This design comes from an exercise in tuning for small area, a short achievable clock period and few clock cycles on the open sky130 flow, not from production work. Only simulation tests tie the RTL to the original design; equivalence was not proved.

## flow/design.v

```verilog
`timescale 1ns / 1ps
module regfile(
	input clk, rst,
	input we,
	input[4:0] waddr,
	input[31:0] wdata,
	input[4:0] raddr_a, raddr_b,
	input[4:0] raddr_d,
	input dbg_en,
	output[31:0] rdata_a, rdata_b
);
	reg[31:1] valid;
	wire[31:0] vld = {valid, 1'b0};
	wire[31:0] regs [0:31];
	assign regs[0] = 32'b0;
	genvar i;
	generate
		for(i = 1; i < 32; i = i + 1) begin : g_reg
			reg[31:0] r;
			always @(posedge clk)
				if(we && waddr == i) r <= wdata;
			assign regs[i] = r;
		end
	endgenerate
	always @(posedge clk or posedge rst)
		if(rst) valid <= 31'b0;
		else if(we && waddr != 5'd0) valid[waddr] <= 1'b1;
	wire[31:0] sel_a = vld & ((32'd1 << raddr_a) | ({32{dbg_en}} & (32'd1 << raddr_d)));
	wire[31:0] sel_b = vld & (32'd1 << raddr_b);
	reg[31:0] ra, rb;
	integer k;
	always @* begin
		ra = 32'd0;
		rb = 32'd0;
		for(k = 1; k < 32; k = k + 1) begin
			ra = ra | (regs[k] & {32{sel_a[k]}});
			rb = rb | (regs[k] & {32{sel_b[k]}});
		end
	end
	assign rdata_a = ra;
	assign rdata_b = rb;
endmodule
`timescale 1ns / 1ps
module md_unit(
	input clk, rst,
	input start,                
	input[2:0] f3_in,
	input[4:0] rd_in,
	input[31:0] a_in, b_in,
	input cancel,               
	input slot_free,            
	output active,              
	output[4:0] rd,
	output wr,                  
	output done,                
	output[31:0] res
);
	reg busy, setup;
	reg is_div;
	reg[1:0] op;
	reg[5:0] cnt;
	reg[4:0] rd_r;
	reg wr_r;
	reg[33:0] X;
	reg[31:0] Y;
	reg[33:0] Z;
	reg q_neg, r_neg;
	reg bp;
	wire a_signed = op == 2'b01 || op == 2'b10;
	wire b_signed = op == 2'b01;
	wire last = cnt[1:0] == 2'd3;
	wire[34:0] ax = {{3{a_signed & X[31]}}, X[31:0]};
	wire[8:0] bw = {Y[7:0], bp & ~setup};
	reg[41:0] row [0:5];
	integer j;
	always @* begin
		row[0] = setup ? 42'd0 : {{8{Z[33]}}, Z};
		for(j = 0; j < 4; j = j + 1) begin : booth
			reg one, two, neg;
			reg[34:0] mag;
			one = bw[2*j] ^ bw[2*j+1];
			two = (bw[2*j+2] & ~bw[2*j+1] & ~bw[2*j]) | (~bw[2*j+2] & bw[2*j+1] & bw[2*j]);
			neg = bw[2*j+2];
			mag = one ? ax : two ? {ax[33:0], 1'b0} : 35'd0;
			row[j+1] = {{7{mag[34] ^ neg}}, mag ^ {35{neg}}} << (2*j);
		end
		row[5] = (last & ~b_signed & Y[7]) ? ({{7{ax[34]}}, ax} << 8) : 42'd0;
		row[2][0] = bw[2];
		row[3][2] = bw[4];
		row[4][4] = bw[6];
		row[5][6] = bw[8];
	end
	function [83:0] csa(input[41:0] a, input[41:0] b, input[41:0] c);
		csa = {(a & b | a & c | b & c) << 1, a ^ b ^ c};
	endfunction
	wire[83:0] l1a = csa(row[0], row[1], row[2]);
	wire[83:0] l1b = csa(row[3], row[4], row[5]);
	wire[83:0] l2 = csa(l1a[41:0], l1a[83:42], l1b[41:0]);
	wire[83:0] l3 = csa(l2[41:0], l2[83:42], l1b[83:42]);
	wire[41:0] msum = l3[41:0] + l3[83:42];
	wire[31:0] mul_res = (op == 2'b00) ? {msum[7:0], Y[31:8]} : msum[39:8];
	wire sgn = ~op[0];
	wire a_neg = sgn & X[31];
	wire b_neg = sgn & Y[31];
	wire[34:0] diff = {3'b000, Z[31:0]} - {1'b0, X};
	wire fits = ~diff[34];
	wire[31:0] Rn = fits ? diff[31:0] : Z[31:0];
	wire[31:0] Qn = {Y[30:0], fits};
	wire[31:0] n_in = setup ? X[31:0] : (op[1] ? Rn : Qn);
	wire n_neg = setup ? a_neg : (op[1] ? r_neg : q_neg);
	wire[31:0] n_out = n_neg ? -n_in : n_in;
	wire[31:0] ua = n_out;
	wire[31:0] ub = b_neg ? -Y : Y;
	function [5:0] clz32(input[31:0] x);
		reg[15:0] h;
		reg[7:0] q;
		reg[3:0] e;
		reg[1:0] t;
		begin
			clz32[5] = x == 32'd0;
			clz32[4] = x[31:16] == 16'd0;
			h = clz32[4] ? x[15:0] : x[31:16];
			clz32[3] = h[15:8] == 8'd0;
			q = clz32[3] ? h[7:0] : h[15:8];
			clz32[2] = q[7:4] == 4'd0;
			e = clz32[2] ? q[3:0] : q[7:4];
			clz32[1] = e[3:2] == 2'd0;
			t = clz32[1] ? e[1:0] : e[3:2];
			clz32[0] = ~t[1];
			if(clz32[5]) clz32[4:0] = 5'd0;
		end
	endfunction
	function [31:0] smear(input[31:0] x);
		reg[31:0] y;
		begin
			y = x | (x >> 1);
			y = y | (y >> 2);
			y = y | (y >> 4);
			y = y | (y >> 8);
			smear = y | (y >> 16);
		end
	endfunction
	wire[31:0] ca = X[31:0] ^ {32{a_neg}};
	wire[31:0] cb = Y ^ {32{b_neg}};
	wire[5:0] lza = clz32(ca);
	wire[5:0] lzb = clz32(cb);
	wire[6:0] sdiff = {1'b0, lzb} - {1'b0, lza} + {6'd0, a_neg};
	wire b_zero = Y == 32'd0;
	wire[31:0] ta = smear(ca);
	wire b_big = |(smear(cb) & ~(a_neg ? {ta[30:0], 1'b1} : ta));
	wire early = b_zero | b_big;
	wire[5:0] sh = sdiff[5:0];
	wire[31:0] div_res = setup ? (op[1] ? X[31:0] : {32{b_zero}}) : n_out;
	wire fin = busy & (is_div ? (setup ? early : cnt == 6'd0) : last);
	wire step = busy & ~(fin & ~slot_free);    
	assign active = busy;
	assign rd = rd_r;
	assign wr = wr_r;
	assign done = fin & slot_free;
	assign res = is_div ? div_res : mul_res;
	always @(posedge clk or posedge rst) begin
		if(rst) begin
			busy <= 1'b0;
			setup <= 1'b0;
			wr_r <= 1'b0;
		end
		else if(start) begin
			busy <= 1'b1;
			setup <= 1'b1;
			wr_r <= rd_in != 5'd0;
		end
		else begin
			if(step) setup <= 1'b0;
			if(done) busy <= 1'b0;
			if(cancel) wr_r <= 1'b0;
		end
	end
	always @(posedge clk) begin
		if(start) begin
			X <= {2'b00, a_in};
			Y <= b_in;
			op <= f3_in[1:0];
			is_div <= f3_in[2];
			rd_r <= rd_in;
			cnt <= 6'd0;
		end
		else if(step) begin
			if(!is_div) begin
				Y <= {msum[7:0], Y[31:8]};
				Z <= msum[41:8];
				bp <= Y[7];
				cnt <= cnt + 6'd1;
			end
			else if(setup) begin
				Z <= {2'b00, ua};
				X <= {2'b00, ub} << sh;
				Y <= 32'd0;
				cnt <= sh;
				q_neg <= a_neg ^ b_neg;
				r_neg <= a_neg;
			end
			else begin
				Z <= {2'b00, Rn};
				X <= {1'b0, X[33:1]};
				Y <= Qn;
				cnt <= cnt - 6'd1;
			end
		end
	end
endmodule
`timescale 1ns / 1ps
module RV32core(
		input clk,
		input rst,
		output[29:0] imem_addr,
		input[31:0] imem_rdata,
		output[29:0] dmem_addr,
		output dmem_we,
		output[3:0] dmem_wstrb,
		output[31:0] dmem_wdata,
		input[31:0] dmem_rdata,
		input[4:0] dbg_addr,
		output[31:0] dbg_data,
		output halted
	);
	reg ex_valid;
	reg ex_load, ex_store, ex_taken, ex_jump, ex_passb, ex_wr;
	reg ex_sub, ex_alt;
	reg[2:0] ex_f3;
	reg[4:0] ex_rd;
	reg[31:0] ex_a, ex_b, ex_c;
	reg[29:0] pc_f;
	reg halt_r;
	wire redirect;
	wire[29:0] redirect_pc;
	wire wb_en;
	wire[4:0] wb_rd;
	wire[31:0] wb_data;
	wire md_active, md_wr, md_done;
	wire[4:0] md_rd;
	wire[31:0] md_res;
	wire[29:0] fpc = redirect ? redirect_pc : pc_f;
	assign imem_addr = fpc;
	wire[31:0] inst = imem_rdata;
	wire[29:0] fpc_p1 = fpc + 30'd1;
	wire[4:0] op5 = inst[6:2];
	wire[2:0] f3 = inst[14:12];
	wire[4:0] rd = inst[11:7];
	wire[4:0] rs1 = inst[19:15];
	wire[4:0] rs2 = inst[24:20];
	wire d_load   = op5 == 5'b00000;
	wire d_store  = op5 == 5'b01000;
	wire d_branch = op5 == 5'b11000;
	wire d_jalr   = op5 == 5'b11001;
	wire d_jal    = op5 == 5'b11011;
	wire d_opimm  = op5 == 5'b00100;
	wire d_op     = op5 == 5'b01100;
	wire d_auipc  = op5 == 5'b00101;
	wire d_lui    = op5 == 5'b01101;
	wire d_system = op5 == 5'b11100;    
	wire d_md     = d_op & inst[25];
	wire[31:0] imm_i = {{20{inst[31]}}, inst[31:20]};
	wire[31:0] imm_s = {{20{inst[31]}}, inst[31:25], inst[11:7]};
	wire[31:0] imm_b = {{20{inst[31]}}, inst[7], inst[30:25], inst[11:8], 1'b0};
	wire[31:0] imm_u = {inst[31:12], 12'b0};
	wire[31:0] imm_j = {{12{inst[31]}}, inst[19:12], inst[20], inst[30:21], 1'b0};
	wire[31:0] rf_a, rf_b;
	regfile rf(
		.clk(clk), .rst(rst),
		.we(wb_en), .waddr(wb_rd), .wdata(wb_data),
		.raddr_a(rs1), .raddr_b(rs2), .raddr_d(dbg_addr), .dbg_en(halt_r),
		.rdata_a(rf_a), .rdata_b(rf_b)
	);
	assign dbg_data = rf_a;
	wire ex_wen, md_wen;
	wire[31:0] ex_res;
	wire[31:0] rs1e = (ex_wen && ex_rd == rs1) ? ex_res : rf_a;
	wire[31:0] rs2e = (ex_wen && ex_rd == rs2) ? ex_res : rf_b;
	wire[31:0] rs1v = (md_wen && md_rd == rs1) ? md_res : rs1e;
	wire[31:0] rs2v = (md_wen && md_rd == rs2) ? md_res : rs2e;
	wire d_use1 = ~(d_lui | d_auipc | d_jal);
	wire d_use2 = d_op | d_store | d_branch;
	wire d_writes = ~(d_store | d_branch) & (rd != 5'd0);
	wire md_pending = md_active & ~md_done;          
	wire md_raw = (md_pending | d_branch & md_active) & md_wr & (d_use1 & rs1 == md_rd | d_use2 & rs2 == md_rd);
	wire md_busy = md_pending & d_md;
	wire issue = ~md_raw & ~md_busy & ~d_system & ~halt_r;
	wire[32:0] bdiff = {1'b0, rs1e} - {1'b0, rs2e};
	wire b_eq = rs1e == rs2e;
	wire b_ltu = bdiff[32];
	wire b_lt = (rs1e[31] ^ rs2e[31]) ? rs1e[31] : bdiff[31];
	wire b_taken = ((f3[2] ? (f3[1] ? b_ltu : b_lt) : b_eq) ^ f3[0]) & d_branch;
	wire md_start = issue & d_md;
	wire md_cancel = issue & d_writes & (rd == md_rd);
	always @(posedge clk or posedge rst) begin
		if(rst) begin
			pc_f <= 30'd0;
			halt_r <= 1'b0;
		end
		else begin
			pc_f <= issue ? fpc_p1 : fpc;
			if(d_system & ~md_pending) halt_r <= 1'b1;
		end
	end
	always @(posedge clk or posedge rst) begin
		if(rst) ex_valid <= 1'b0;
		else ex_valid <= issue & ~d_md;
	end
	always @(posedge clk) begin
		begin
			ex_load   <= d_load;
			ex_store  <= d_store;
			ex_taken  <= b_taken;
			ex_jump   <= d_jal | d_jalr;
			ex_passb  <= d_lui | d_jal | d_jalr;
			ex_wr     <= d_writes;
			ex_sub    <= (d_op & inst[30] & f3 == 3'd0) | ((d_op | d_opimm) & f3[2:1] == 2'b01);
			ex_alt    <= inst[30];
			ex_f3     <= d_auipc ? 3'd0 : f3;
			ex_rd     <= rd;
			ex_a      <= (d_branch | d_jal | d_auipc) ? {fpc, 2'b00} : rs1v;
			ex_b      <= (d_opimm | d_load | d_jalr) ? imm_i :
			             d_store ? imm_s :
			             d_branch ? imm_b :
			             d_jal ? imm_j :
			             d_auipc ? imm_u : rs2v;
			ex_c      <= d_store ? rs2v :
			             d_lui ? imm_u : {fpc_p1, 2'b00};
		end
	end
	wire[31:0] bx = ex_b ^ {32{ex_sub}};
	wire[32:0] sum = {1'b0, ex_a} + {1'b0, bx} + {32'd0, ex_sub};
	wire ltu = ~sum[32];
	wire lt = (ex_a[31] ^ ex_b[31]) ? ex_a[31] : sum[31];
	wire[31:0] xorv = ex_a ^ ex_b;
	wire[4:0] shamt = ex_b[4:0];
	function [31:0] rev32(input[31:0] x);
		integer k;
		for(k = 0; k < 32; k = k + 1) rev32[k] = x[31-k];
	endfunction
	wire shl = ~ex_f3[2];
	wire[31:0] sh_in = shl ? rev32(ex_a) : ex_a;
	wire signed[32:0] sh_ext = {ex_alt & ~shl & ex_a[31], sh_in};
	wire[32:0] sh_res = sh_ext >>> shamt;
	wire[31:0] sh_out = sh_res[31:0];
	wire[31:0] sll = rev32(sh_out);
	wire[31:0] srx = sh_out;
	reg[31:0] alu;
	always @* begin
		case(ex_f3)
			3'd0: alu = sum[31:0];
			3'd1: alu = sll;
			3'd2: alu = {31'd0, lt};
			3'd3: alu = {31'd0, ltu};
			3'd4: alu = xorv;
			3'd5: alu = srx;
			3'd6: alu = ex_a | ex_b;
			default: alu = ex_a & ex_b;
		endcase
	end
	assign redirect = ex_valid & (ex_jump | ex_taken);
	assign redirect_pc = sum[31:2];
	wire[1:0] la = sum[1:0];
	assign dmem_addr = sum[31:2];
	assign dmem_we = ex_valid & ex_store;
	assign dmem_wstrb = ex_f3[1] ? 4'b1111 :
	                    ex_f3[0] ? (4'b0011 << la) : (4'b0001 << la);
	assign dmem_wdata = ex_f3[1] ? ex_c :
	                    ex_f3[0] ? {2{ex_c[15:0]}} : {4{ex_c[7:0]}};
	wire[31:0] rsh = dmem_rdata >> {la, 3'b000};
	wire[31:0] ldata = ex_f3[1] ? dmem_rdata :
	                   ex_f3[0] ? {{16{~ex_f3[2] & rsh[15]}}, rsh[15:0]} :
	                              {{24{~ex_f3[2] & rsh[7]}}, rsh[7:0]};
	assign ex_wen = ex_valid & ex_wr;
	md_unit md(.clk(clk), .rst(rst), .start(md_start), .f3_in(f3), .rd_in(rd),
		.a_in(rs1v), .b_in(rs2v), .cancel(md_cancel), .slot_free(~ex_wen),
		.active(md_active), .rd(md_rd), .wr(md_wr), .done(md_done), .res(md_res));
	assign md_wen = md_done & md_wr;
	assign wb_en = ex_wen | md_wen;
	assign wb_rd = ex_wen ? ex_rd : md_rd;
	assign ex_res = ex_passb ? ex_c :
	                ex_load ? ldata : alu;
	assign wb_data = ex_wen ? ex_res : md_res;
	assign halted = halt_r;
endmodule
```

## flow/run.sh

```bash
#!/bin/bash
# synth_recipe.tcl (not shown) runs the flow's synth.tcl, then flattens the netlist and writes it again
# the make line also repeats each setting of config.mk as NAME=value (left out here)
make -C /OpenROAD-flow-scripts/flow DESIGN_CONFIG=/design/flow/config.mk WORK_HOME=/design/flow/orfs CLKGATE_MAP_FILE= SYNTH_SCRIPT=/design/flow/synth_recipe.tcl finish
```

## flow/config.mk

```make
export PLATFORM = sky130hd
export DESIGN_NAME = RV32core
export DESIGN_NICKNAME = RV32core
export VERILOG_FILES = /design/flow/design.v
export SDC_FILE = /design/flow/constraint.sdc
export NUM_CORES = 8
export LEC_CHECK = 0
export CAP_MARGIN = 20
export CELL_PAD_IN_SITES_DETAIL_PLACEMENT = 1
export CORE_MARGIN = 2
export CORE_UTILIZATION = 35
export SETUP_SLACK_MARGIN = 5.0
export SLEW_MARGIN = 20
```

## flow/constraint.sdc

```tcl
create_clock -name core_clock -period 13.5 [get_ports {clk}]
set_input_delay 2.7000 -clock core_clock [delete_from_list [all_inputs] [get_ports {clk}]]
set_output_delay 2.7000 -clock core_clock [all_outputs]
set_load 0.01 [all_outputs]
```

==> flow_summary_export.csv, run 1 <==
group,metric,value,unit
outcome,status,"complete, no violations",
synthesis,synth_area,87250,um2
routing,drt-initial-drc-count,17000,
sta,final.setup.tns,0,ns
final_layout,fillers,27640,
floorplanning,coreArea,248200,um2
synthesis,synth_cells,8819,
synthesis,ys_seq_elements,1287,
clocking,clock_latency,0.85,ns
final_layout,layout-drive-gt1-share,13.01,%
synthesis,synth_fp_nets,9276,
setup_path,rrSetupSlack,4.97,ns
final_layout,area_growth,15.16,%
synthesis,synth_top_cell_by_area,"edfxtp_1",
sta,rsz0062_at_grt,"true",
sta,finalHoldViolCount,0,
routing,wl_per_cell,42.12,um
clocking,ctsHtreeMaxLevel,4,
clocking,clk_pin_slew,0.07,ns
hold_path,hold_path_class,"flop to flop",
final_layout,layout.nets,9340,
sta,slew_violations,0,
clocking,cts_buffers,140,
clocking,cts.sinks,1287,
sta,max_freq,117.3,MHz
setup_path,path_class,"flop to flop",
global_routing,grt_pass1_wl,706200,um
synthesis,ys_top_cells_by_area,"edfxtp_1 38%, a221oi_1 3.7%, ha_1 3.5%",
setup_path,cp.arrival,9.09,ns
global_routing,grt_overflow,0,
sta,worst_slew_margin_rel,9.976,%
final_layout,stdcell_count,12360,
setup_path,start_kind,"flop",
final_layout,final_util,40.48,%
sta,fin_hold_ws,0.4859,ns
placed_design,gp_congestion,1.026,
sta,clock_skew,0.08369,ns
floorplanning,pin_count,201,
placed_design,port-buffer-count,198,
placed_design,dp_hpwl,350000,um
synthesis,synthFlopType,"edfxtp_1",
sta,setup_viol,0,
synthesis,synth.distinct_cells,108,
sta,fin_crit,8.526,ns
synthesis,synth.avg_cell_area,9.893,um2
setup_path,cp_max_fo,21,
clocking,cts_hold_buffers,0,
routing,wl,520600,um
sta,worst_slew_pin_slew,1.341,ns
synthesis,yosys.area.top_type_share,37.89,%
placed_design,dp_cells,12000,
routing,postRouteAntennaNets,0,
floorplanning,rows,183,
synthesis,yosysWarnings,4,
global_routing,grt_max_degree,84,
job,maxCapViolations,0,
floorplanning,chipHeight,503.3,um
routing,drt-pass1-iter-count,12,
clocking,clockRootBuffer,"clkbuf_16",
floorplanning,die_area,253300,um2
routing,post_drt_via_cell_ratio,7.221,
global_routing,grt_pass1_vias,86080,
clocking,cts_buffer_depth,3,
synthesis,seq_area_frac_synth,42.54,%
synthesis,synth_edf_count,1101,
floorplanning,start_util,35.15,%
global_routing,grt_usage,39.72,%
setup_path,required,14.06,ns
floorplanning,die_w,503.3,um
global_routing,antenna_found_initial,69,
synthesis,yosys-top-cells-count,"1101 x edfxtp_1, 730 x nand2_1, 600 x clkbuf_1",
setup_path,cp-end-kind,"flop",
clocking,cts_tree,"built",
final_layout,regArea,37130,um2
routing,drc_errors,0,
final_layout,multi_input_area,47430,um2
routing,via_count,89250,
sta,fin_crit_sh,63.16,%
synthesis,synth_most_common_cell,"edfxtp_1",
synthesis,synth_async_sr_flop_share,5.128,%
final cells by class:
cell class              instances  area share [%]
diodes                         37         0.09215
well taps                    3330           4.147
clock buffers                 178           3.681
clock inverters                75          0.8119
multi-input cells            6450           47.20
inverters                     331           1.251
repair buffers                673           5.861
flip-flops and latches       1287           36.95
state kept, by name, summed over array words and instances, names as in the netlist, 6 cells and up:
name / flops
ex_a: 32
ex_b: 32
ex_c: 32
md.X: 34
md.Y: 32
md.Z: 34
md.cnt: 6
pc_f: 30
rf.g.r: 992
rf.valid: 31
critical path, cell delays in order (launching register included):
cell,delay [ns]
edfxtp_1,0.39
clkinvlp_4,0.39
ha_4,0.66
buf_6,0.36
mux2i_1,0.23
nor2_1,0.07
xnor2_1,0.17
fa_1,0.55
fa_1,0.51
inv_1,0.05
fa_1,0.48
ha_1,0.38
a21o_1,0.23
a221o_1,0.37
o21bai_1,0.29
a31oi_4,0.19
a21o_1,0.21
or2_2,0.31
xnor2_1,0.70
o21ai_0,0.18
a21oi_1,0.20
o41a_1,0.44
a21oi_1,0.13
a21oi_1,0.53
a21oi_1,0.14
repair_timing:
action | 4_1_cts | 5_1_grt
gates cloned | 2 | 2
setup buffers | 51 | 20
pin swaps | 9 | 11
resized for setup | 208 | 96
endpoints found under the hold margin | 0 | 0
endpoints found under the setup margin | 776 | 502
layout by cell type (no fill, tap or decap), types with 55 or more instances in the layout:
cell type           n
edfxtp_1         1101
nand2_1           707
nor2_1            558
a21oi_1           484
buf_4             412
a22oi_1           362
o21ai_0           360
a221oi_1          360
inv_1             311
a22o_1            288
xnor2_1           264
mux2i_1           261
ha_1              238
nand3_1           202
nor3_1            185
clkdlybuf4s50_1   166
nand4_1           161
xor2_1            149
fa_1              145
clkbuf_16         141
dfxtp_1           114
a21o_1             97
o22ai_1            90
a31oi_1            87
a211oi_1           75
mux2_2             75
o211ai_1           73
a222oi_1           67
dfrtp_1            65
and2_1             59
and3_1             55
cell families (layout without fill, tap and decap cells):
group	after synthesis	in the layout	share of synthesized area, %
simple gates	2416	2418	13.19
compound gates	2837	2839	23.33
other cells	0	37	0
mux	384	384	5.115
fa+ha+maj	386	386	6.783
buf+inv	1086	1257	4.793
xor+xnor	423	423	4.246
flops	1287	1287	42.54
routing by layer:
layer,track usage (%),share of wire [%],vias to the layer above
met5,0.7233,0.15,-
met4,28.41,9.3,62
met3,14.79,14,2617
met2,57.61,41,8330
met1,48.29,35,44140
li1,-,-,34110
through the flow:
| step | area [um2] | setup WS, ns |
|---|---|---|
| 2_1_floorplan | 87250 | 5.276 |
| 3_3_place_gp | 94200 | 3.528 |
| 3_5_place_dp | 94240 | 3.497 |
| 4_1_cts | 99780 | 4.936 |
| 5_1_grt | 100400 | 4.985 |
| 6_report | 100500 | 4.974 |
worst paths after layout:
check	startpoint	endpoint	depth (start not counted)
max reg2reg	md.Y[2]	md.X[15]	24
min	rf.valid[6]	rf.valid[6]	1
min in group asynchronous	rst	rf.valid[2]	2
max in group asynchronous	rst	pc_f[8]	3
min reg2reg	rf.valid[6]	rf.valid[6]	1
max	md.Y[2]	md.X[15]	24
Testbench counts, summed over its fixed seeds: cycles 22,691.
==> run 2, diff against run 1 <==
--- a/flow/config.mk
+++ b/flow/config.mk
@@ -11,2 +11,4 @@
 export CORE_UTILIZATION = 35
+export CTS_CLUSTER_DIAMETER = 120
+export CTS_CLUSTER_SIZE = 20
 export SETUP_SLACK_MARGIN = 5.0
==> run 2 against run 1 <==
  * Design area down 2.2%
  * Critical path depth decreased by 12
  * Via count fell by 1.1%
  * Die area unchanged
  * Utilization down 0.88 points
  * Sequential share of layout area increased by 0.82 points
  * Highest routed layer unchanged
  * Clock skew shrank 0.042 ns
  * Area after synthesis unchanged
  * Still clean
==> flow_summary_export.csv, run 2 <==
group,metric,value,unit
routing,met3_length,74050,um
synthesis,synth_fp_nets,9276,
final_layout,area_growth,12.66,%
final_layout,final_cell_mix,"1101 x edfxtp_1, 708 x nand2_1, 559 x nor2_1",
final_layout,layout_commonest_cell,"edfxtp_1",
global_routing,grt_overflow,0,
final_layout,largestRegisters,"rf.g.r x992, md.X x34, md.Z x34",
global_routing,antenna_found_initial,67,
hold_path,hold_path_depth,1,
placed_design,dp_worst_setup_slack,3.497,ns
job,maxCapViolations,0,
synthesis,synth.distinct_cells,108,
setup_path,worstSetupStartpoint,"imem_rdata[19]",
setup_path,ff2ff_path_depth,25,
placed_design,port-buffer-count,198,
synthesis,yosysWarnings,4,
global_routing,grt_max_degree,84,
sta,fin_hold_ws,0.4946,ns
routing,post_drt_via_cell_ratio,7.217,
routing,wl_per_cell,42.34,um
setup_path,start_kind,"input pin",
synthesis,synthFlopType,"edfxtp_1",
outcome,status,"complete, no violations",
placed_design,gp_congestion,1.026,
clocking,cts_buffers,77,
synthesis,ys_seq_elements,1287,
global_routing,grt_pass1_vias,85320,
floorplanning,die_area,253300,um2
floorplanning,chipHeight,503.3,um
sta,finalHoldViolCount,0,
sta,final.setup.tns,0,ns
final_layout,largest_register,"rf.g.r",
hold_path,hold_start,"rf.valid[6]",
sta,worst_slack,4.925,ns
routing,drt-initial-drc-count,16410,
setup_path,path_class,"input pin to output port",
synthesis,synth_top_cell_by_area,"edfxtp_1",
final_layout,largest_reg_flops,992,
sta,fin_crit_sh,63.52,%
sta,fin_crit,8.575,ns
synthesis,synth_cells,8819,
clocking,clockRootBuffer,"clkbuf_16",
final_layout,fin_area,98290,um2
placed_design,placed_cell_area,94240,um2
clocking,cts_buffer_depth,3,
floorplanning,pin_count,201,
placed_design,dp_cells,12000,
floorplanning,start_util,35.15,%
sta,slew_violations,0,
routing,routedLengthMet1,181200,um
synthesis,synth.avg_cell_area,9.893,um2
placed_design,dp_hpwl,350000,um
sta,setup_viol,0,
setup_path,cp-end-kind,"output port",
synthesis,seq_area_frac_synth,42.54,%
synthesis,synth_edf_count,1101,
final_layout,regArea,37130,um2
setup_path,worstReg2RegStart,"md.Y[3]",
routing,drc_errors,0,
final_layout,stdcell_count,12240,
sta,rsz0062_at_grt,"true",
sta,clock_skew,0.04218,ns
clocking,clk_pin_slew,0.10,ns
final_layout,fillers,27770,
routing,dr_wl_met2,215500,um
final_layout,layout.nets,9286,
routing,postRouteAntennaNets,0,
setup_path,cp.arrival,5.87,ns
synthesis,synth_most_common_cell,"edfxtp_1",
setup_path,cp_max_fo,21,
clocking,cts.sinks,1287,
routing,drt-pass1-iter-count,8,
final_layout,multi_input_area,47460,um2
synthesis,synth_area,87250,um2
synthesis,synth_async_sr_flop_share,5.128,%
routing,via_count,88300,
setup_path,required,10.80,ns
synthesis,yosys-top-cells-count,"1101 x edfxtp_1, 730 x nand2_1, 600 x clkbuf_1",
routing,wl,518100,um
clocking,clock_latency,0.78,ns
floorplanning,rows,183,
floorplanning,die_w,503.3,um
synthesis,yosys.area.top_type_share,37.89,%
global_routing,grt_usage,39.46,%
routing,top_layer,"met5",
clocking,cts_tree,"built",
floorplanning,coreArea,248200,um2
synthesis,ys_top_cells_by_area,"edfxtp_1 38%, a221oi_1 3.7%, ha_1 3.5%",
sta,worst_slew_margin_rel,11.98,%
global_routing,grt_pass1_wl,701700,um
hold_path,hold_path_class,"flop to flop",
sta,worst_slew_pin_slew,1.306,ns
clocking,ctsHtreeMaxLevel,3,
sta,max_freq,116.6,MHz
final_layout,layout-drive-gt1-share,12.18,%
## run 2: final cells by class
type / count / area share, %
Clock inverter: 12 / 0.1884
Antenna cell: 41 / 0.1044
Inverter: 331 / 1.277
Timing Repair Buffer: 681 / 6.031
Clock buffer: 103 / 2.103
Tap cell: 3330 / 4.239
Multi-Input combinational cell: 6451 / 48.28
Sequential cell: 1287 / 37.77
## run 2: stage by stage
| stage | utilization, % |
|---|---|
| global route | 39.57 |
| finish | 39.60 |
| global placement | 37.95 |
| floorplan | - |
| detailed placement | 37.97 |
| CTS | 39.28 |
## run 2: cell families (layout without fill, tap and decap cells)
group / count (synthesis) / after routing / synth area share, %
compound gates: 2837 / 2840 / 23.33
xor+xnor: 423 / 423 / 4.246
fa+ha+maj: 386 / 386 / 6.783
buf+inv: 1086 / 1127 / 4.793
flops: 1287 / 1287 / 42.54
mux: 384 / 384 / 5.115
other cells: 0 / 41 / 0
simple gates: 2416 / 2418 / 13.19
## run 2: path summary, 6_finish.rpt
path	endpoint	slack, ns
setup / recovery	dbg_data[26]	4.93
hold / removal	rf.valid[6]	0.49
setup reg to reg	md.X[15]	4.98
hold reg to reg	rf.valid[6]	0.49
max in group asynchronous	pc_f[8]	10.04
min in group asynchronous	rf.valid[6]	2.35
## run 2: worst max-delay path: stages
cell and delay, ns:
buf_2 0.36, nand2b_2 0.32, o22ai_1 0.15, and2_2 0.22, buf_4 0.24, buf_12 0.26, a22o_1 0.21, a221oi_1 0.31
nand4_1 0.14, nor3_1 0.21, nand2_2 0.28, dlygate4sd2_1 0.43
## run 2: what timing repair did
action                                  4_1_cts  5_1_grt
pin swaps                                    12       16
hold buffers                                  0        0
resized for setup                           204       89
setup buffers                                51       27
endpoints found under the setup margin      774      493
cloned                                        2        3
## run 2: layer usage
layer	GRT usage, %	vias to the layer above
met5	0.6281	-
met2	57.46	8173
met1	48.22	43630
li1	-	33910
met4	28.14	48
met3	14.09	2541
==> run 3, diff against run 2 <==
==> flow/flow/run.sh (new file) <==
#!/bin/bash
set -euo pipefail
MARGIN=6.0
sed "s/SETUP_SLACK_MARGIN=[0-9.]*/SETUP_SLACK_MARGIN=$MARGIN/" standard.sh > standard_margin.sh
grep -q "SETUP_SLACK_MARGIN=$MARGIN" standard_margin.sh
bash standard_margin.sh > flow.log 2>&1
==> flow/standard.sh (new file) <==
#!/bin/bash
# synth_recipe.tcl (not shown) runs the flow's synth.tcl, then flattens the netlist and writes it again
# the make line also repeats each setting of config.mk as NAME=value (left out here)
make -C /OpenROAD-flow-scripts/flow DESIGN_CONFIG=/design/flow/config.mk WORK_HOME=/design/flow/orfs CLKGATE_MAP_FILE= SYNTH_SCRIPT=/design/flow/synth_recipe.tcl "${@:-finish}"
removed: flow/run.sh
==> run 3 against run 2 <==
  * Still clean on timing, DRC and antenna
  * Area after synthesis is the same
  * Global-route usage grew 0.27 points
  * Sequential share of layout area shrank 2.2 points
  * Worst setup slack gained 0.66 ns
  * Die area is the same
  * Non-clock buffer count grew 231
  * Cell count grew 1.9%
  * First-iteration DRC count grew 17%
==> flow_summary_export.csv, run 3 <==
group,metric,value,unit
final_layout,layout_commonest_cell,"edfxtp_1",
synthesis,synth.distinct_cells,108,
clocking,clockRootBuffer,"clkbuf_16",
sta,max_freq,126.3,MHz
floorplanning,die_area,253300,um2
setup_path,path_class,"input pin to output port",
clocking,cts_buffers,76,
synthesis,synth_most_common_cell,"edfxtp_1",
placed_design,gp_congestion,1.042,
setup_path,critPathSlowestCell,"nand2_2",
placed_design,dp_hpwl,330100,um
synthesis,yosys.area.top_type_share,37.89,%
sta,fin_crit,7.916,ns
hold_path,hold_path_depth,1,
setup_path,slowest_delay,0.27,ns
synthesis,synth.avg_cell_area,9.893,um2
synthesis,yosys-top-cells-count,"1101 x edfxtp_1, 730 x nand2_1, 600 x clkbuf_1",
clocking,cts_hold_buffers,0,
clocking,cts_tree,"built",
sta,worst_slew_margin_rel,10.49,%
routing,wl,530700,um
setup_path,start_kind,"input pin",
sta,final.setup.tns,0,ns
job,maxCapViolations,0,
sta,setup_viol,0,
floorplanning,chipHeight,503.3,um
final_layout,largest_reg_flops,992,
routing,drt-initial-drc-count,19130,
floorplanning,die_w,503.3,um
placed_design,dp_cells,11940,
setup_path,crit_chain,"buf_12 > nand3b_1 > buf_4 > o22ai_4 > and2_4 > buf_8 > buf_12 > a22o_1 > a221oi_2 > nand4_1 > nor3_2 > nand2_2 > buf_6",
clocking,clk_pin_slew,0.11,ns
synthesis,synth_fp_nets,9276,
sta,fin_crit_sh,58.64,%
clocking,ctsHtreeMaxLevel,3,
final_layout,layout.nets,9522,
setup_path,path_buf_inv,5,
routing,via_count,92540,
synthesis,ys_top_cells_by_area,"edfxtp_1 38%, a221oi_1 3.7%, ha_1 3.5%",
setup_path,critical_path_depth,13,
sta,finalHoldViolCount,0,
setup_path,cp-end-kind,"output port",
final_layout,final_util,42.06,%
final_layout,area_growth,19.65,%
outcome,status,"complete, no violations",
final_layout,layout-drive-gt1-share,18.40,%
final_layout,largestRegisters,"rf.g.r x992, md.X x34, md.Z x34",
synthesis,synth_top_cell_by_area,"edfxtp_1",
clocking,cts.sinks,1287,
setup_path,ff2ff_path_depth,25,
floorplanning,rows,183,
clocking,cts_buffer_depth,3,
final_layout,final_cell_mix,"1101 x edfxtp_1, 694 x nand2_1, 547 x nor2_1",
setup_path,cp.arrival,5.22,ns
synthesis,seq_area_frac_synth,42.54,%
synthesis,synth_edf_count,1101,
global_routing,antenna_found_initial,43,
placed_design,port-buffer-count,198,
synthesis,yosysWarnings,4,
final_layout,stdcell_count,12470,
hold_path,hold_path_class,"flop to flop",
synthesis,ys_seq_elements,1287,
synthesis,synth_cells,8819,
floorplanning,coreArea,248200,um2
sta,clock_skew,0.05650,ns
final_layout,largest_register,"rf.g.r",
routing,wl_per_cell,42.57,um
synthesis,synth_area,87250,um2
sta,worst_slew_pin_slew,1.343,ns
final_layout,fillers,27240,
routing,drt-pass1-iter-count,14,
global_routing,grt_usage,39.73,%
setup_path,crit_family,"simple AND/OR/NAND/NOR gates",
global_routing,grt_pass1_vias,87370,
sta,slew_violations,0,
floorplanning,pin_count,201,
synthesis,synthFlopType,"edfxtp_1",
global_routing,grt_pass1_wl,709400,um
floorplanning,start_util,35.15,%
routing,postRouteAntennaNets,0,
global_routing,grt_max_degree,70,
setup_path,required,10.80,ns
setup_path,crit_path_frequent_cell,"buf_12",
sta,rsz0062_at_grt,"true",
routing,drc_errors,0,
setup_path,cp_max_fo,5,
clocking,clock_latency,0.82,ns
global_routing,grt_overflow,0,
routing,post_drt_via_cell_ratio,7.422,
synthesis,synth_async_sr_flop_share,5.128,%
## run 3: cell types whose count changed in the layout (fill, tap and decap cells not counted), sizes merged, moves of 2 or more
| cell | change |
|---|---|
| clkdlybuf4s50 | -16 |
| clkinvlp | +3 |
| and2 | +3 |
| diode | -2 |
| dlygate4sd2 | -19 |
| buf | +253 |
| bufbuf | +12 |
| dlymetal6s2s | -3 |
## run 3: metrics by stage
step | area [um2] | worst slack (ns) | hold slack, ns
after floorplan | 87370 | 6.002 | 0.4331
after global placement | 93790 | 3.330 | 0.4466
after detailed placement | 93830 | 3.291 | 0.4638
after CTS | 101700 | 5.849 | 0.4980
after global routing | 104300 | 5.601 | 0.5086
final | 104400 | 5.584 | 0.5015
## run 3: repair_timing
item,CTS,global route
endpoints found under the hold margin,0,0
gates cloned,28,14
setup endpoints to repair,1179,978
setup buffers,218,115
pin swaps,168,160
resized for setup,931,264
## run 3: layout make-up
cell class	count	area, um2	share of cell area (%)
inverters	331	1309	1.254
well taps	3330	4167	3.991
clock inverters	14	232.7	0.2229
clock buffers	97	2002	1.918
flip-flops and latches	1287	37130	35.57
diodes	39	97.59	0.09348
multi-input cells	6457	49750	47.65
repair buffers	912	9709	9.300
## run 3: kinds of logic (layout without fill, tap and decap cells)
kind of cell | after synthesis | after routing | synth area share, %
adders and majority gates | 386 | 386 | 6.783
and+or+nand+nor | 2416 | 2422 | 13.19
other | 0 | 39 | 0
AOI/OAI and AO/OA | 2837 | 2842 | 23.33
muxes | 384 | 384 | 5.115
buffers and inverters | 1086 | 1354 | 4.793
DFF | 1287 | 1287 | 42.54
xor gates and xnor gates | 423 | 423 | 4.246
## run 3: worst reg2reg max path: cells and delay by family (launching register included)
kind                     cells  cell delay [ns]
multiplexers                 3             1.48
XOR/XNOR                     2             0.38
flip-flops                   1             0.46
adder cells (fa/ha/maj)      5             1.91
AO/OA/AOI/OAI                5             1.75
buffers and inverters        7             1.17
AND/OR/NAND/NOR              3             0.31
## run 3: worst paths after layout
kind                                   start      endpoint  slack [ns]
worst max-delay path             dbg_addr[1]   dbg_data[6]        5.58
worst min-delay path            rf.valid[15]  rf.valid[15]        0.50
worst max register to register       md.Y[1]       md.X[0]        5.82
worst min register to register  rf.valid[15]  rf.valid[15]        0.50
max in group asynchronous                rst      md.setup       10.05
min in group asynchronous                rst   rf.valid[1]        2.51
## run 3: metal layers
metal  track usage, %  routed length (um)
met4            32.09               57620
met2            54.91              207400
met1            46.63              179400
met5            1.960                1020
met3            18.64               85230
==> run 4, diff against run 3 <==
--- a/flow/flow/run.sh
+++ b/flow/flow/run.sh
@@ -2,3 +2,3 @@
 set -euo pipefail
-MARGIN=6.0
+MARGIN=5.5
 sed "s/SETUP_SLACK_MARGIN=[0-9.]*/SETUP_SLACK_MARGIN=$MARGIN/" standard.sh > standard_margin.sh
==> run 4 against run 3 <==
  * Still clean on timing, DRC and antenna
  * First-iteration DRC count is 10% lower
  * Via count is 2.7% lower
  * Synthesized cell count stayed put
  * Worst setup slack worse by 0.20 ns
  * Critical path depth is 10 higher
  * Maximum frequency is 2.4% lower
  * Sequential cell count stayed put
  * Sequential share of layout area is 1.6 points higher
  * Global-route usage is 0.93 points lower
  * Area after synthesis stayed put
  * Cell count is 1.5% lower
  * Largest cell class unchanged
==> flow_summary_export.csv, run 4 <==
group,metric,value,unit
placed_design,dp_hpwl,337000,um
clocking,clk_pin_slew,0.11,ns
final_layout,layout_commonest_cell,"edfxtp_1",
synthesis,ys_top_cells_by_area,"edfxtp_1 38%, a221oi_1 3.7%, ha_1 3.5%",
global_routing,grt_usage,38.80,%
final_layout,fillers,27520,
synthesis,synth_compound_area_share,23.33,%
hold_path,hold_path_depth,1,
final_layout,regArea,37130,um2
routing,wl,512700,um
clocking,ctsHtreeMaxLevel,3,
routing,drt-pass1-iter-count,10,
floorplanning,chipHeight,503.3,um
final_layout,layout.nets,9329,
job,maxCapViolations,0,
hold_path,hold_path_class,"flop to flop",
global_routing,grt_overflow,0,
global_routing,grt_max_degree,71,
final_layout,largest_reg_flops,992,
setup_path,cp_max_fo,33,
synthesis,synth_top_cell_by_area,"edfxtp_1",
sta,finalHoldViolCount,0,
final_layout,stdcell_count,12280,
floorplanning,coreArea,248200,um2
final_layout,area_growth,14.60,%
final_layout,largestRegisters,"rf.g.r x992, md.X x34, md.Z x34",
floorplanning,pin_count,201,
placed_design,dp_cells,11970,
setup_path,path_class,"flop to flop",
synthesis,synth.distinct_cells,108,
synthesis,ys_seq_elements,1287,
sta,slew_violations,0,
clocking,cts_buffer_depth,3,
outcome,status,"complete, no violations",
sta,fin_crit,8.114,ns
sta,fin_crit_sh,60.10,%
synthesis,synth_async_sr_flop_share,5.128,%
sta,clock_skew,0.07420,ns
routing,drt-initial-drc-count,17140,
floorplanning,die_w,503.3,um
clocking,clock_latency,0.80,ns
sta,setup_viol,0,
placed_design,gp_congestion,1.055,
synthesis,synth_area,87250,um2
clocking,cts_hold_buffers,0,
synthesis,synth-simple-area-share,13.19,%
global_routing,grt_pass1_wl,694900,um
synthesis,synth_fp_nets,9276,
sta,max_freq,123.2,MHz
synthesis,synth_edf_count,1101,
synthesis,yosys-top-cells-count,"1101 x edfxtp_1, 730 x nand2_1, 600 x clkbuf_1",
routing,wl_per_cell,41.74,um
sta,worst_slew_pin_slew,1.292,ns
synthesis,yosysWarnings,4,
routing,via_count,90060,
routing,drc_errors,0,
setup_path,required,14.06,ns
synthesis,synth_xor_area_share,4.246,%
floorplanning,rows,183,
sta,worst_slew_margin_rel,13.69,%
final_layout,multi_input_area,47960,um2
final_layout,final_cell_mix,"1101 x edfxtp_1, 703 x nand2_1, 555 x nor2_1",
synthesis,seq_area_frac_synth,42.54,%
setup_path,start_kind,"flop",
final_layout,largest_register,"rf.g.r",
placed_design,port-buffer-count,198,
clocking,cts_buffers,77,
sta,rsz0062_at_grt,"true",
clocking,cts.sinks,1287,
global_routing,grt_pass1_vias,86500,
floorplanning,die_area,253300,um2
synthesis,synth_cells,8819,
setup_path,ff2ff_path_depth,23,
setup_path,cp.arrival,8.68,ns
sta,final.setup.tns,0,ns
floorplanning,start_util,35.15,%
routing,post_drt_via_cell_ratio,7.331,
clocking,clockRootBuffer,"clkbuf_16",
setup_path,cp-end-kind,"flop",
synthesis,synth_top_family_by_area,"compound AO/OA/AOI/OAI gates",
final_layout,layout-drive-gt1-share,13.81,%
synthesis,yosys.area.top_type_share,37.89,%
synthesis,synth.avg_cell_area,9.893,um2
global_routing,antenna_found_initial,68,
clocking,cts_tree,"built",
synthesis,muxShareOfSynthArea,5.115,%
synthesis,synthAdderAreaFrac,6.783,%
synthesis,synthFlopType,"edfxtp_1",
routing,postRouteAntennaNets,0,
synthesis,synth_most_common_cell,"edfxtp_1",
-- run 4: cell counts after synthesis --
No cell type changed its count.
-- run 4: final cells by class --
type | count | share of cell area, %
antenna | 48 | 0.1201
inverter | 331 | 1.269
sequential | 1287 | 37.13
clock buffer | 98 | 2.006
multi-input combinational | 6448 | 47.96
clock inverter | 15 | 0.2891
tap | 3330 | 4.167
timing repair buffer | 727 | 7.050
-- run 4: logic make-up after synthesis --
| family | Yosys count |
|---|---|
| and+or+nand+nor | 2416 |
| buffers and inverters | 1086 |
| AOI/OAI and AO/OA | 2837 |
| muxes | 384 |
| DFF | 1287 |
| xor gates and xnor gates | 423 |
| adders and majority gates | 386 |
-- run 4: worst max-delay path, cell delays in order (launching register included) --
cell	delay, ns
edfxtp_1	0.40
buf_4	0.36
ha_1	0.37
o31ai_4	0.26
buf_6	0.36
a21oi_1	0.13
xnor2_1	0.23
fa_1	0.48
fa_1	0.50
inv_1	0.06
fa_1	0.47
ha_1	0.24
or3_1	0.40
nor2_1	0.16
o21ai_2	0.14
a31o_2	0.26
a21oi_1	0.17
xor2_1	0.54
o21ai_0	0.15
o21ai_0	0.51
or2_2	0.30
nor2_1	0.06
a21oi_1	0.88
a21oi_1	0.29
-- run 4: metrics by stage --
stage	cell area (um2)	worst slack, ns	utilization, %	hold WS [ns]
CTS	98520	5.466	39.69	0.4889
floorplan	87250	5.543	-	0.4331
global placement	93960	3.346	37.86	0.4500
global route	99900	5.338	40.25	0.5193
finish	99990	5.386	40.29	0.4946
detailed placement	93970	3.385	37.86	0.4584
-- run 4: timing repair --
item                                    4_1_cts  5_1_grt
pin swaps                                    35       42
resized for setup                           421      184
cloned                                        6        3
hold endpoints to repair                      0        0
endpoints found under the setup margin     1030      676
setup buffers                                84       64
-- run 4: metal layers --
| layer | vias to the layer above | part of all wire [%] | global-route usage (%) |
|---|---|---|---|
| li1 | 34000 | - | - |
| met1 | 44410 | 34 | 46.69 |
| met2 | 8792 | 40 | 55.21 |
| met3 | 2820 | 16 | 15.47 |
| met4 | 40 | 10 | 29.73 |
| met5 | - | 0.072 | 0.3426 |
-- run 4: worst paths after layout --
| path | from | slack (ns) | endpoint |
|---|---|---|---|
| setup / recovery | md.Y[1] | 5.39 | ex_a[4] |
| hold / removal | rf.valid[25] | 0.49 | rf.valid[25] |
| setup reg to reg | md.Y[1] | 5.39 | ex_a[4] |
| hold reg to reg | rf.valid[25] | 0.49 | rf.valid[25] |
| max in group asynchronous | rst | 9.95 | pc_f[13] |
| min in group asynchronous | rst | 2.23 | rf.valid[22] |
==> run 5, diff against run 4 <==
--- a/flow/flow/run.sh
+++ b/flow/flow/run.sh
@@ -2,3 +2,3 @@
 set -euo pipefail
-MARGIN=5.5
+MARGIN=6.5
 sed "s/SETUP_SLACK_MARGIN=[0-9.]*/SETUP_SLACK_MARGIN=$MARGIN/" standard.sh > standard_margin.sh
==> run 5 against run 4 <==
  * The layout now fails its checks (max-capacitance violations, max-slew violations)
  * Count of clock-buffer cells in the layout is 1 higher
  * Global-route usage is 4.2 points higher
  * Design area is 12% higher
  * Routed wire length is 15% higher
  * Sequential cell count stayed put
  * Via count is 10% higher
==> flow_summary_export.csv, run 5 <==
group,metric,value,unit
synthesis,synth_edf_count,1101,
routing,drc_errors,0,
setup_path,required,14.06,ns
routing,drt-initial-drc-count,21840,
floorplanning,chipHeight,503.3,um
setup_path,critPathSlowestCell,"fa_1",
final_layout,largestRegisters,"rf.g.r x992, md.X x34, md.Z x34",
sta,final.setup.tns,0,ns
final_layout,multi_input_area,52300,um2
setup_path,cp_max_fo,8,
outcome,violations,"max-capacitance violations, max-slew violations",
final_layout,largest_register,"rf.g.r",
floorplanning,rows,183,
final_layout,layout_commonest_cell,"edfxtp_1",
placed_design,gp_congestion,1.071,
routing,post_drt_via_cell_ratio,7.696,
clocking,cts_buffers,78,
hold_path,hold_path_depth,1,
global_routing,grt_pass1_wl,759000,um
routing,wl,588200,um
synthesis,yosys.area.top_type_share,37.89,%
sta,fin_crit,8.197,ns
synthesis,synth_cells,8819,
synthesis,synth.distinct_cells,108,
global_routing,grt_overflow,0,
clocking,clock_latency,0.81,ns
sta,worst_slew_pin_slew,1.982,ns
setup_path,timing.rr.end,"rf.g_reg[19].r[31]",
outcome,status,"complete, but fails checks",
final_layout,layout.nets,9926,
floorplanning,die_area,253300,um2
routing,via_count,99380,
setup_path,slowest_delay,0.54,ns
final_layout,layout-drive-gt1-share,25.06,%
sta,fin_crit_sh,60.72,%
job,maxCapViolations,2,
final_layout,area_growth,28.68,%
hold_path,holdPathEnd,"rf.valid[30]",
setup_path,path_class,"flop to flop",
hold_path,hold_start,"rf.valid[30]",
floorplanning,pin_count,201,
floorplanning,start_util,35.15,%
final_layout,final_cell_mix,"1101 x edfxtp_1, 694 x buf_4, 687 x nand2_1",
routing,postRouteAntennaNets,0,
clocking,cts.sinks,1287,
placed_design,dp_hpwl,341600,um
synthesis,synthFlopType,"edfxtp_1",
synthesis,synth_most_common_cell,"edfxtp_1",
global_routing,grt_max_degree,75,
clocking,clk_pin_slew,0.10,ns
setup_path,start_kind,"flop",
clocking,cts_buffer_depth,3,
synthesis,ys_top_cells_by_area,"edfxtp_1 38%, a221oi_1 3.7%, ha_1 3.5%",
final_layout,largest_reg_flops,992,
sta,max_freq,122.0,MHz
sta,slew_violations,8,
sta,worst_slew_margin_rel,-32.61,%
sta,setup_viol,0,
global_routing,grt_usage,43.04,%
hold_path,hold_path_class,"flop to flop",
routing,drt-pass1-iter-count,15,
synthesis,synth.avg_cell_area,9.893,um2
floorplanning,die_w,503.3,um
synthesis,synth_fp_nets,9276,
clocking,clockRootBuffer,"clkbuf_16",
synthesis,seq_area_frac_synth,42.54,%
synthesis,synth_top_cell_by_area,"edfxtp_1",
synthesis,ys_seq_elements,1287,
setup_path,ff2ff_path_depth,33,
clocking,cts_tree,"built",
placed_design,port-buffer-count,198,
synthesis,yosysWarnings,4,
final_layout,fillers,26830,
global_routing,grt_pass1_vias,91120,
routing,wl_per_cell,45.55,um
floorplanning,coreArea,248200,um2
clocking,ctsHtreeMaxLevel,3,
final_layout,regArea,37150,um2
setup_path,crit_path_frequent_cell,"buf_12",
synthesis,yosys-top-cells-count,"1101 x edfxtp_1, 730 x nand2_1, 600 x clkbuf_1",
setup_path,worstReg2RegStart,"md.Y[1]",
global_routing,antenna_found_initial,93,
sta,finalHoldViolCount,0,
sta,clock_skew,0.06476,ns
synthesis,synth_async_sr_flop_share,5.128,%
sta,rsz0062_at_grt,"true",
setup_path,rrSetupSlack,5.30,ns
synthesis,synth_area,87250,um2
setup_path,cp.arrival,8.75,ns
setup_path,cp-end-kind,"flop",
run 5: worst max path at each step:
stage / from / end / slack (ns) / depth (start not counted)
floorplan: imem_rdata[18] / ex_taken / 6.28 / 34
global placement: imem_rdata[16] / dbg_data[24] / 3.30 / 11
detailed placement: imem_rdata[17] / dbg_data[24] / 3.33 / 11
CTS: dbg_addr[4] / dbg_data[0] / 5.91 / 13
global route: md.Y[1] / rf.g_reg[19].r[31] / 5.44 / 33
finish: md.Y[1] / rf.g_reg[19].r[31] / 5.30 / 33
run 5: per-stage QoR:
step / hold slack (ns) / setup WS [ns] / instances / utilization, % / instance area, um2
final: 0.4954 / 5.303 / 12910 / 45.23 / 112300
after CTS: 0.4865 / 5.910 / 12580 / 43.07 / 106900
after global routing: 0.5095 / 5.438 / 12860 / 45.18 / 112100
after detailed placement: 0.4571 / 3.326 / 11960 / 38.00 / 94320
after global placement: 0.4444 / 3.303 / 11950 / 37.98 / 94270
after floorplan: 0.4331 / 6.283 / 8819 / - / 88440
run 5: final cells by class:
class	count	share of cell area (%)
diodes	80	0.1783
clock buffers	99	1.827
clock inverters	15	0.2519
inverters	331	1.200
multi-input cells	6470	46.58
flip-flops and latches	1287	33.09
well taps	3330	3.711
repair buffers	1301	13.16
run 5: routing by layer:
metal,part of all wire (%),vias up,track usage [%]
li1,-,35310,-
met1,32,47980,49.09
met2,38,11630,58.25
met3,17,4393,21.96
met4,12,64,37.97
met5,0.33,-,3.045
run 5: worst max-delay path: cells and delay by family, from the launching register on:
kind                       cells  cell delay (ns)
DFF                            1             0.39
xor gates and xnor gates       2             0.55
AOI/OAI and AO/OA              8             1.89
adders and majority gates      5             2.18
and+or+nand+nor                6             0.93
buffers and inverters         12             1.95
run 5: timing repair:
action                                   CTS  global route
cloned                                    62            31
gates resized for setup                 1273           561
hold buffers                               0             0
setup buffers                            446           225
pin swaps                                311           279
endpoints found under the setup margin  1907          1371
run 5: cells by family (layout without fill, tap and decap cells):
group | after synthesis | in the layout | share of synthesized area (%)
compound gates | 2837 | 2849 | 23.33
xor+xnor | 423 | 423 | 4.246
fa+ha+maj | 386 | 386 | 6.783
buf+inv | 1086 | 1746 | 4.793
flops | 1287 | 1287 | 42.54
mux | 384 | 384 | 5.115
other cells | 0 | 80 | 0
simple gates | 2416 | 2428 | 13.19
==> run 6, diff against run 5 <==
--- a/flow/flow/run.sh
+++ b/flow/flow/run.sh
@@ -2,3 +2,3 @@
 set -euo pipefail
-MARGIN=6.5
+MARGIN=5.75
 sed "s/SETUP_SLACK_MARGIN=[0-9.]*/SETUP_SLACK_MARGIN=$MARGIN/" standard.sh > standard_margin.sh
==> run 6 against run 5 <==
  * The run now finishes clean
  * Count of clock-buffer cells in the layout increased by 9
  * Critical path depth shrank 23
  * First-iteration DRC count decreased by 25%
==> flow_summary_export.csv, run 6 <==
group,metric,value,unit
outcome,status,"complete, no violations",
floorplanning,die_area,253300,um2
synthesis,seq_area_frac_synth,42.54,%
synthesis,synthFlopType,"edfxtp_1",
clocking,cts_buffer_depth,3,
placed_design,gp_congestion,1.053,
setup_path,ff2ff_path_depth,20,
synthesis,synth_async_sr_flop_share,5.128,%
routing,routedLengthMet1,171600,um
sta,rsz0062_at_grt,"true",
setup_path,cp-end-kind,"output port",
synthesis,yosys-top-cells-count,"1101 x edfxtp_1, 730 x nand2_1, 600 x clkbuf_1",
synthesis,synth.avg_cell_area,9.893,um2
synthesis,synth_most_common_cell,"edfxtp_1",
setup_path,path_buf_inv,3,
setup_path,timing.rr.end,"ex_b[2]",
sta,slew_violations,0,
clocking,cts_tree,"built",
synthesis,yosysWarnings,4,
floorplanning,start_util,35.15,%
final_layout,layout_commonest_cell,"edfxtp_1",
final_layout,area_growth,16.65,%
final_layout,largest_reg_flops,992,
setup_path,worstReg2RegStart,"md.X[0]",
routing,via_count,89890,
synthesis,synth_edf_count,1101,
placed_design,dp_cells,12000,
routing,dr_wl_met2,221000,um
setup_path,crit_chain,"buf_2 > nor2b_2 > nand2b_2 > or2_2 > o22ai_1 > and2_4 > buf_12 > a222oi_1 > nand2_4 > buf_6",
routing,top_layer,"met5",
setup_path,slowest_delay,0.89,ns
floorplanning,die_w,503.3,um
job,maxCapViolations,0,
global_routing,grt_usage,40.44,%
clocking,cts_hold_buffers,0,
clocking,cts.sinks,1287,
final_layout,layout.nets,9404,
routing,met3_length,71590,um
sta,clock_skew,0.06414,ns
setup_path,endpoint,"dbg_data[19]",
setup_path,worstSetupStartpoint,"dbg_addr[1]",
placed_design,dp_hpwl,356700,um
synthesis,synth_fp_nets,9276,
global_routing,antenna_found_initial,47,
sta,finalHoldViolCount,0,
setup_path,critPathSlowestCell,"a222oi_1",
sta,max_freq,127.1,MHz
placed_design,port-buffer-count,198,
routing,drt-initial-drc-count,16460,
final_layout,largestRegisters,"rf.g.r x992, md.X x34, md.Z x34",
global_routing,grt_pass1_wl,713400,um
sta,fin_crit,7.868,ns
sta,fin_hold_ws,0.5186,ns
synthesis,yosys.area.top_type_share,37.89,%
floorplanning,rows,183,
final_layout,largest_register,"rf.g.r",
floorplanning,chipHeight,503.3,um
final_layout,final_cell_mix,"1101 x edfxtp_1, 694 x nand2_1, 550 x nor2_1",
setup_path,critical_path_depth,10,
routing,wl_per_cell,43.04,um
floorplanning,pin_count,201,
sta,worst_slew_pin_slew,1.376,ns
sta,setup_viol,0,
sta,final.setup.tns,0,ns
routing,wl,532000,um
final_layout,layout-drive-gt1-share,16.20,%
global_routing,grt_pass1_vias,86060,
setup_path,path_class,"input pin to output port",
setup_path,cp_max_fo,20,
clocking,clockRootBuffer,"clkbuf_16",
setup_path,crit_family,"compound AO/OA/AOI/OAI gates",
setup_path,required,10.80,ns
synthesis,ys_top_cells_by_area,"edfxtp_1 38%, a221oi_1 3.7%, ha_1 3.5%",
synthesis,synth.distinct_cells,108,
final_layout,stdcell_count,12360,
setup_path,start_kind,"input pin",
sta,fin_crit_sh,58.28,%
hold_path,hold_path_class,"flop to flop",
setup_path,cp.arrival,5.17,ns
global_routing,grt_overflow,0,
routing,postRouteAntennaNets,0,
synthesis,synth_area,87250,um2
floorplanning,coreArea,248200,um2
routing,drc_errors,0,
clocking,cts_buffers,77,
synthesis,synth_top_cell_by_area,"edfxtp_1",
clocking,clock_latency,0.82,ns
clocking,ctsHtreeMaxLevel,3,
final_layout,fillers,27410,
global_routing,grt_max_degree,83,
clocking,clk_pin_slew,0.10,ns
setup_path,rrSetupSlack,5.68,ns
synthesis,ys_seq_elements,1287,
routing,post_drt_via_cell_ratio,7.272,
sta,worst_slew_margin_rel,7.824,%
routing,drt-pass1-iter-count,10,
synthesis,synth_cells,8819,
==> run 6: worst register-to-register path: stages, from the launching register on <==
cell and delay [ns]:
edfxtp_1 0.75, ha_1 0.42, fa_1 0.43, nor2b_1 0.21, o2111ai_2 0.17, a31oi_1 0.66, o21ai_1 0.27, and2_1 0.23
buf_4 0.21, a21oi_4 0.56, o221ai_1 0.32, and2_1 0.24, ha_1 0.23, nor2_1 0.22, xor2_1 0.12, mux2i_1 0.16
o21ai_0 0.32, buf_4 0.35, mux2i_1 0.55, nand2_1 0.11, a31oi_1 1.11
==> run 6: how the worst min path moves through the flow <==
stage | start | endpoint | slack [ns] | cells after the start
2_1_floorplan | rf.valid[10] | rf.valid[10] | 0.43 | 1
3_3_place_gp | rf.valid[6] | rf.valid[6] | 0.50 | 1
3_5_place_dp | rf.valid[14] | rf.valid[14] | 0.50 | 1
4_1_cts | rf.valid[8] | rf.valid[8] | 0.53 | 1
5_1_grt | rf.valid[6] | rf.valid[6] | 0.54 | 1
6_report | rf.valid[6] | rf.valid[6] | 0.52 | 1
==> run 6: routing by layer <==
| layer | GRT usage [%] | up-vias |
|---|---|---|
| met2 | 58.74 | 8441 |
| met4 | 40.50 | 35 |
| met5 | 0 | - |
| met1 | 44.32 | 44170 |
| li1 | - | 34160 |
| met3 | 15.67 | 3085 |
==> run 6: area by class of cell <==
| type | instances | area (um2) | area share (%) |
|---|---|---|---|
| Clock inverter | 17 | 281.5 | 0.2766 |
| Antenna cell | 39 | 97.59 | 0.09589 |
| Clock buffer | 108 | 2043 | 2.008 |
| Sequential cell | 1287 | 37140 | 36.49 |
| Tap cell | 3330 | 4167 | 4.094 |
| Multi-Input combinational cell | 6451 | 48970 | 48.12 |
| Timing Repair Buffer | 799 | 7767 | 7.632 |
| Inverter | 331 | 1309 | 1.286 |
==> run 6: through the flow <==
stage	cell area, um2	worst slack [ns]	util [%]
after global routing	101700	5.573	40.97
final	101800	5.632	41.01
after global placement	94250	3.374	37.97
after CTS	99720	5.606	40.18
after detailed placement	94290	3.342	37.99
after floorplan	87300	5.763	-
==> run 6: timing repair <==
item	CTS	global route
pin swaps	64	96
setup endpoints to repair	979	728
setup buffers	118	61
resized for setup	607	282
gates cloned	8	5
==> run 6: kinds of logic (layout without fill, tap and decap cells) <==
logic type / Yosys count / count (layout) / share of synthesized area [%]
compound gates: 2837 / 2841 / 23.33
xor+xnor: 423 / 423 / 4.246
fa+ha+maj: 386 / 386 / 6.783
buf+inv: 1086 / 1255 / 4.793
flops: 1287 / 1287 / 42.54
mux: 384 / 384 / 5.115
other cells: 0 / 39 / 0
simple gates: 2416 / 2417 / 13.19
==> run 7, diff against run 6 <==
--- a/flow/config.mk
+++ b/flow/config.mk
@@ -7,2 +7,3 @@
 export LEC_CHECK = 0
+export ABC_AREA = 1
 export CAP_MARGIN = 20
==> run 7 against run 6 <==
  * Worst setup slack got worse by 0.76 ns
  * Still clean on timing, DRC and antenna
  * Critical path depth rose by 4
==> flow_summary_export.csv, run 7 <==
group,metric,value,unit
sta,finalHoldViolCount,0,
floorplanning,coreArea,251600,um2
global_routing,grt_pass1_wl,700500,um
outcome,status,"complete, no violations",
synthesis,yosys-top-cells-count,"3170 x nand2_1, 1252 x inv_1, 1101 x edfxtp_1",
sta,setup_viol,0,
clocking,cts_buffer_depth,3,
global_routing,antenna_found_initial,36,
sta,worst_slew_margin_rel,4.963,%
global_routing,grt_usage,38.18,%
sta,worst_slew_pin_slew,1.426,ns
routing,via_count,97450,
synthesis,synth_fp_nets,11630,
synthesis,ys_seq_elements,1287,
synthesis,synth_area,88590,um2
sta,slew_violations,0,
setup_path,start_kind,"input pin",
synthesis,synth_cells,11170,
clocking,clock_latency,0.81,ns
setup_path,path_class,"input pin to output port",
routing,post_drt_via_cell_ratio,6.478,
synthesis,synth_top_cell_by_area,"edfxtp_1",
final_layout,layout-drive-gt1-share,13.43,%
synthesis,ys_top_cells_by_area,"edfxtp_1 37%, nand2_1 13%, inv_1 5.3%",
synthesis,synth_edf_count,1101,
final_layout,largestRegisters,"rf.g.r x992, md.X x34, md.Z x34",
clocking,cts.sinks,1287,
synthesis,synth.avg_cell_area,7.929,um2
routing,wl,526200,um
floorplanning,chipHeight,507.1,um
final_layout,final_cell_mix,"3089 x nand2_1, 1196 x inv_1, 1101 x edfxtp_1",
final_layout,largest_register,"rf.g.r",
sta,rsz0062_at_grt,"true",
sta,clock_skew,0.07074,ns
final_layout,layout.nets,12100,
routing,drt-initial-drc-count,16060,
setup_path,cp-end-kind,"output port",
global_routing,grt_overflow,0,
floorplanning,die_area,257200,um2
floorplanning,start_util,35.21,%
global_routing,grt_max_degree,74,
clocking,cts_buffers,77,
sta,final.setup.tns,0,ns
[run 7: cell types whose count changed after synthesis, moves of 136 or more]
cell,delta
nand2_1,+2440
inv_1,+937
o21ai_0,+417
nand3_1,+386
a22oi_1,-319
mux2i_1,-242
a22o_1,-239
xnor2_1,-230
clkbuf_1,-182
a221oi_1,-164
xor2_1,+136
[run 7: cell families after synthesis]
family | synth area share, %
XOR/XNOR | 3.344
flip-flops | 41.90
adder cells (fa/ha/maj) | 6.680
AND/OR/NAND/NOR | 22.98
multiplexers | 0.2486
buffers and inverters | 8.307
AO/OA/AOI/OAI | 16.54
[run 7: what timing repair did]
action,in CTS,in global routing
endpoints found under the setup margin,1095,924
resized for setup,919,294
gates cloned,16,15
hold buffers,0,0
setup buffers,283,114
pin swaps,160,135
[run 7: cell type report]
type	instances	area (um2)
antenna	26	65.06
clock inverter	14	187.7
inverter	1326	5320
fill	29900	145300
clock buffer	93	1987
timing repair inverter	3	20.02
sequential	1287	37130
timing repair buffer	923	9371
multi-input combinational	8023	48080
tap	3348	4189
[run 7: worst paths after layout]
path | from | endpoint | slack [ns] | cells after the start
setup / recovery | dbg_addr[3] | dbg_data[5] | 4.87 | 14
hold / removal | rf.valid[13] | rf.valid[13] | 0.52 | 2
setup reg to reg | md.Y[1] | ex_b[18] | 5.47 | 33
hold reg to reg | rf.valid[13] | rf.valid[13] | 0.52 | 2
max in group asynchronous | rst | md.setup | 10.04 | 3
min in group asynchronous | rst | rf.valid[28] | 2.33 | 2
[run 7: stage by stage]
stage                     hold slack, ns  util [%]  std cells  area, um2
after floorplan                   0.4244         -      11170      88590
after global placement            0.4662     37.99      14480      95580
after detailed placement          0.4716     38.01      14480      95640
after CTS                         0.4939     41.25      14880     103800
after global routing              0.5654     42.24      15020     106300
final                             0.5174     42.26      15040     106300
[run 7: layer usage]
layer	part of all wire (%)	vias to the layer above
li1	-	39240
met1	34	47700
met2	40	8065
met3	15	2423
met4	11	30
met5	0.061	-
[run 7: worst max-delay path: stages]
cell        delay, ns
buf_12           0.12
clkinvlp_4       0.15
buf_4            0.18
nand2_1          0.14
o22ai_1          0.10
nand2_1          0.17
buf_12           0.14
clkinv_4         0.13
buf_8            0.22
nand2_1          0.09
o211ai_1         0.12
a221oi_2         1.05
nand3_2          0.36
buf_6            0.25

==> port drivers added, routing unchanged <==
The flow's constraints put no driver on any port. The routed layouts listed below were extracted and timed again, unchanged, in two steps.
Step 1 assumes that a clkbuf_16 drives the clock port and a buf_2 every other input.
Step 2 also shifts input and output timing later by t, the mid clock arrival at the registers, as if the neighbouring blocks saw the same clock.
a / b / c = ideal ports / drivers / drivers and shift; a / b = the first two.
run	shift t [ns]	slack for setup (ns)	worst hold slack (ns)	worst setup path at the end	cell pins on the clock port's net
run 1	0.901	4.974 / 4.811 / 4.173	0.486 / 0.486 / 0.486	input to register	1
run 2	0.848	4.925 / 4.750 / 4.267	0.495 / 0.495 / 0.495	input to register	1
run 3	0.881	5.584 / 5.494 / 4.851	0.501 / 0.501 / 0.501	input to register	1
run 4	0.847	5.386 / 5.290 / 4.616	0.495 / 0.495 / 0.495	input to register	1
run 5	0.877	5.303 / 5.303 / 4.563	0.495 / 0.495 / 0.495	input to register	1
run 6	0.877	5.632 / 5.573 / 5.036	0.519 / 0.519 / 0.519	input to register	1
run 7	0.871	4.873 / 4.812 / 4.480	0.517 / 0.517 / 0.517	input to register	1
For run 1, which loses most, drivers alone change the setup slack by -0.163 ns; drivers and shift together by -0.801 ns.
